From an optimization exercise on the open Yosys and OpenROAD flow, aimed at small area; shortcuts taken in it are not production practice.
Function was checked by simulation only, so behaviour that the tests miss may differ from the original.
No activity file was given, so power comes from the tool's default toggle rates.

## build 83
Design mxu, start of the top module:
module mxu (
    clk,
    rst_n,
    start_vld,
    lsu_mxu_vld,
    lsu_mxu_conv_vld,
    lsu_mxu_clr,
    lsu_mxu_iram_vld,
    lsu_mxu_iram_pld,
    lsu_mxu_wram_vld,
    lsu_mxu_wram_pld,
    lsu_mxu_pool_vld,
    lsu_mxu_pool_size,
    lsu_mxu_act_vld,
    lsu_mxu_act_type,
    lsu_mxu_wfi,
    mxu_lsu_int8_row0_data,
    mxu_lsu_int16_row0_data,
    mxu_lsu_int8_row1_data,
    mxu_lsu_int16_row1_data,
    mxu_lsu_int8_row2_data,
    mxu_lsu_int16_row2_data,
    mxu_lsu_int8_row3_data,
    mxu_lsu_int16_row3_data,
    mxu_lsu_int8_row4_data,
    mxu_lsu_int16_row4_data,
    mxu_lsu_int8_row5_data,
    mxu_lsu_int16_row5_data,
    mxu_lsu_int8_row6_data,
    mxu_lsu_int16_row6_data,
    mxu_lsu_int8_row7_data,
    mxu_lsu_int16_row7_data,
    mxu_lsu_data_rdy,
    mxu_lsu_rdy,
    wfi
);
export LEC_CHECK = 0
export ABC_AREA = 1
export CAP_MARGIN = 20
export CORE_MARGIN = 2
export CORE_UTILIZATION = 70
export GPL_TIMING_DRIVEN = 0
export PLACE_DENSITY = 0.78
export SLEW_MARGIN = 20
create_clock -name core_clock -period 10.0 [get_ports {clk}]
standard.sh (not shown) runs the stock make flow with config.mk's settings and CLKGATE_MAP_FILE= SYNTH_SCRIPT=/design/flow/synth_recipe.tcl, a recipe that flattens the netlist after the stock synthesis.
==> flow/flow/run.sh <==
#!/bin/bash
# The standard layout (the standard.sh, ORFS from synthesis to finish)
# with three changes, none of which touches the registers:
#  - Yosys's synth skips its early ABC pass (-noabc), so the carry-save
#    adder trees written in rtl/pe.v reach extract_fa as written; the later
#    ABC mapping of the remaining logic still runs;
#  - the port buffers are buf_1 cells;
#  - clock tree synthesis inserts no dummy loads and clusters up to 25
#    sinks within 100 um under each leaf buffer.
# Every tool's output goes to a log file in this folder.
set -euo pipefail
bash standard.sh \
  SYNTH_ARGS=-noabc \
  "BUFFER_PORTS_ARGS=-buffer_cell sky130_fd_sc_hd__buf_1" \
  "CTS_ARGS=-sink_clustering_enable -repair_clock_nets -dont_use_dummy_load -sink_clustering_size 25 -sink_clustering_max_diameter 100" \
  finish > make_finish.log 2>&1
Build 83 went all the way through the flow, and no timing, DRC or antenna check failed.
What build 81 does differently from build 83 at the input level:
# build 83
export LEC_CHECK = 0
export ABC_AREA = 1
export CAP_MARGIN = 20
export CORE_MARGIN = 2
export CORE_UTILIZATION = 70
export GPL_TIMING_DRIVEN = 0
export PLACE_DENSITY = 0.78
export SLEW_MARGIN = 20
create_clock -name core_clock -period 10.0 [get_ports {clk}]
# build 81
export LEC_CHECK = 0
export ABC_AREA = 1
export CAP_MARGIN = 20
export CORE_MARGIN = 2
export CORE_UTILIZATION = 66
export GPL_TIMING_DRIVEN = 0
export PLACE_DENSITY = 0.74
export SLEW_MARGIN = 20
create_clock -name core_clock -period 10.0 [get_ports {clk}]
==> flow/flow/run.sh <==
#!/bin/bash
# The standard layout (the standard.sh, ORFS from synthesis to finish)
# with three changes, none of which touches the registers:
#  - Yosys's synth skips its early ABC pass (-noabc), so the carry-save
#    adder trees written in rtl/pe.v reach extract_fa as written; the later
#    ABC mapping of the remaining logic still runs;
#  - the port buffers are buf_1 cells;
#  - clock tree synthesis inserts no dummy loads and clusters up to 12
#    sinks within 100 um under each leaf buffer, with clkbuf_8 buffers.
# Every tool's output goes to a log file in this folder.
set -euo pipefail
bash standard.sh \
  SYNTH_ARGS=-noabc \
  "BUFFER_PORTS_ARGS=-buffer_cell sky130_fd_sc_hd__buf_1" \
  "CTS_ARGS=-sink_clustering_enable -repair_clock_nets -dont_use_dummy_load -sink_clustering_size 12 -sink_clustering_max_diameter 100 -buf_list sky130_fd_sc_hd__clkbuf_8" \
  finish > make_finish.log 2>&1
Findings:
Compared with build 83, build 81 instantiates a larger number of standard cells.
Compared with build 83, in build 81 via count fell about 1.6%; initial core utilization shows a reduction of 3.8 points.
Taking build 83 as the reference, in build 81 share of power burned in combinational logic went down by 0.5 points, total wirelength of the detailed-routed design now smaller.
Time the final worst path needs with I/O delays and setup came out lower on build 81 than on build 83.
Inputs modified between build 81 and build 46:
# build 81
export LEC_CHECK = 0
export ABC_AREA = 1
export CAP_MARGIN = 20
export CORE_MARGIN = 2
export CORE_UTILIZATION = 66
export GPL_TIMING_DRIVEN = 0
export PLACE_DENSITY = 0.74
export SLEW_MARGIN = 20
create_clock -name core_clock -period 10.0 [get_ports {clk}]
# build 46
export LEC_CHECK = 0
export ABC_AREA = 1
export CAP_MARGIN = 20
export CORE_MARGIN = 2
export CORE_UTILIZATION = 58
export GPL_TIMING_DRIVEN = 0
export PLACE_DENSITY = 0.66
export SLEW_MARGIN = 20
create_clock -name core_clock -period 10.0 [get_ports {clk}]
==> flow/flow/run.sh <==
#!/bin/bash
# The standard layout (the standard.sh, ORFS from synthesis to finish)
# with three changes, none of which touches the registers:
#  - Yosys's synth skips its early ABC pass (-noabc), so the carry-save
#    adder trees written in rtl/pe.v reach extract_fa as written; the later
#    ABC mapping of the remaining logic still runs;
#  - the port buffers are buf_1 cells;
#  - clock tree synthesis inserts no dummy loads and clusters up to 25
#    sinks within 100 um under each leaf buffer.
# Every tool's output goes to a log file in this folder.
set -euo pipefail
bash standard.sh \
  SYNTH_ARGS=-noabc \
  "BUFFER_PORTS_ARGS=-buffer_cell sky130_fd_sc_hd__buf_1" \
  "CTS_ARGS=-sink_clustering_enable -repair_clock_nets -dont_use_dummy_load -sink_clustering_size 25 -sink_clustering_max_diameter 100" \
  finish > make_finish.log 2>&1
==> comparison <==
The final layout from build 46, which completed every stage, passed the timing, DRC and antenna checks at the end of the flow.
On number of buffers added on ports, build 81 and build 46 are neck and neck.
Build 46 ends up with a number of stages on the worst setup path that is 3 higher than in build 81.
Cmp build 81 and build 46 / wire length of the first global-routing pass / lower: build 81
Build 46 against build 81: fraction of area in non-clock buffers essentially unchanged, quantity of gates resized following cts climbed 54, smallest setup slack after layout decreased by 0.072 ns relative to the old numbers, final critical path time including I/O delays and setup has increased, number of buffers outside the clock class in the layout now sits at about the same level.
When build 46 is measured against build 81, its clock network power share turns out 0.9 points higher.
--- input diff build 46..build 11 ---
# build 46
export LEC_CHECK = 0
export ABC_AREA = 1
export CAP_MARGIN = 20
export CORE_MARGIN = 2
export CORE_UTILIZATION = 58
export GPL_TIMING_DRIVEN = 0
export PLACE_DENSITY = 0.66
export SLEW_MARGIN = 20
create_clock -name core_clock -period 10.0 [get_ports {clk}]
# build 11
export LEC_CHECK = 0
export ABC_AREA = 1
export CAP_MARGIN = 20
export CORE_MARGIN = 2
export CORE_UTILIZATION = 62
export GPL_TIMING_DRIVEN = 0
export PLACE_DENSITY = 0.7
export SLEW_MARGIN = 20
create_clock -name core_clock -period 10.0 [get_ports {clk}]
## What came out
Every run in the comparison, build 11 and build 46, completed the flow with a clean layout. Going from build 46 to build 11, area of the multi-input gates held, area of all placed cells without fillers held, growth of design area from synthesis to finish went down 0.20 points, power per standard cell area went up 0.66%, largest clock skew in the final design went up 0.0044 ns. Between build 11 and build 46, the worst path required time does not differ in any meaningful way. Worst hold slack ended up 0.0057 ns lower on build 11 than on build 46. There was hardly any difference in combinational share of power between build 46 and build 11. Build 11: clock period minus worst slack lower than build 46. Lower met3 wire length goes to build 46 over build 11. For build 11, the end point of the critical path was g_row[1].g_col[0].u_acc.out_data_int16[2], unlike build 46, where it was g_row[7].g_col[7].u_acc.out_data_int16[5].

-- re-timing with driven ports --
Ports are ideal in the flow. The routed layouts listed here were re-timed in OpenROAD.
Step 1 (the two cells are an assumption about what drives the block):
set clk [get_ports {clk}]
set_driving_cell -lib_cell sky130_fd_sc_hd__clkbuf_16 $clk
set_driving_cell -lib_cell sky130_fd_sc_hd__buf_2 [delete_from_list [all_inputs] $clk]
Step 2 times the ports against the registers' clock, not the clock port: input delays grow and output delays shrink by t, the midpoint of the rising clock arrivals with the driver on.
a / b / c = ideal / step 1 / step 2; a / b = the first two.
| run | t, ns | setup slack, ns | hold WS [ns] | worst setup path after step 2 | latest minus earliest clock arrival (ns) |
|---|---|---|---|---|---|
| build 83 | 0.947 | 0.237 / 0.166 / -0.780 | 0.323 / 0.323 / 0.323 | input to register | 0.076 / 0.077 |
| build 81 | 1.181 | 0.299 / 0.197 / -0.985 | 0.329 / 0.329 / 0.329 | input to register | 0.082 / 0.083 |
| build 46 | 0.975 | 0.227 / 0.165 / -0.809 | 0.324 / 0.324 / 0.324 | input to register | 0.083 / 0.083 |
| build 11 | 0.979 | 0.294 / 0.221 / -0.758 | 0.319 / 0.319 / 0.319 | input to register | 0.085 / 0.084 |
With both steps, setup timing fails in every run listed, where it was met with ideal ports. The setup slack of build 81, which loses most, moves by -0.102 ns with the drivers and by -1.284 ns with both steps.
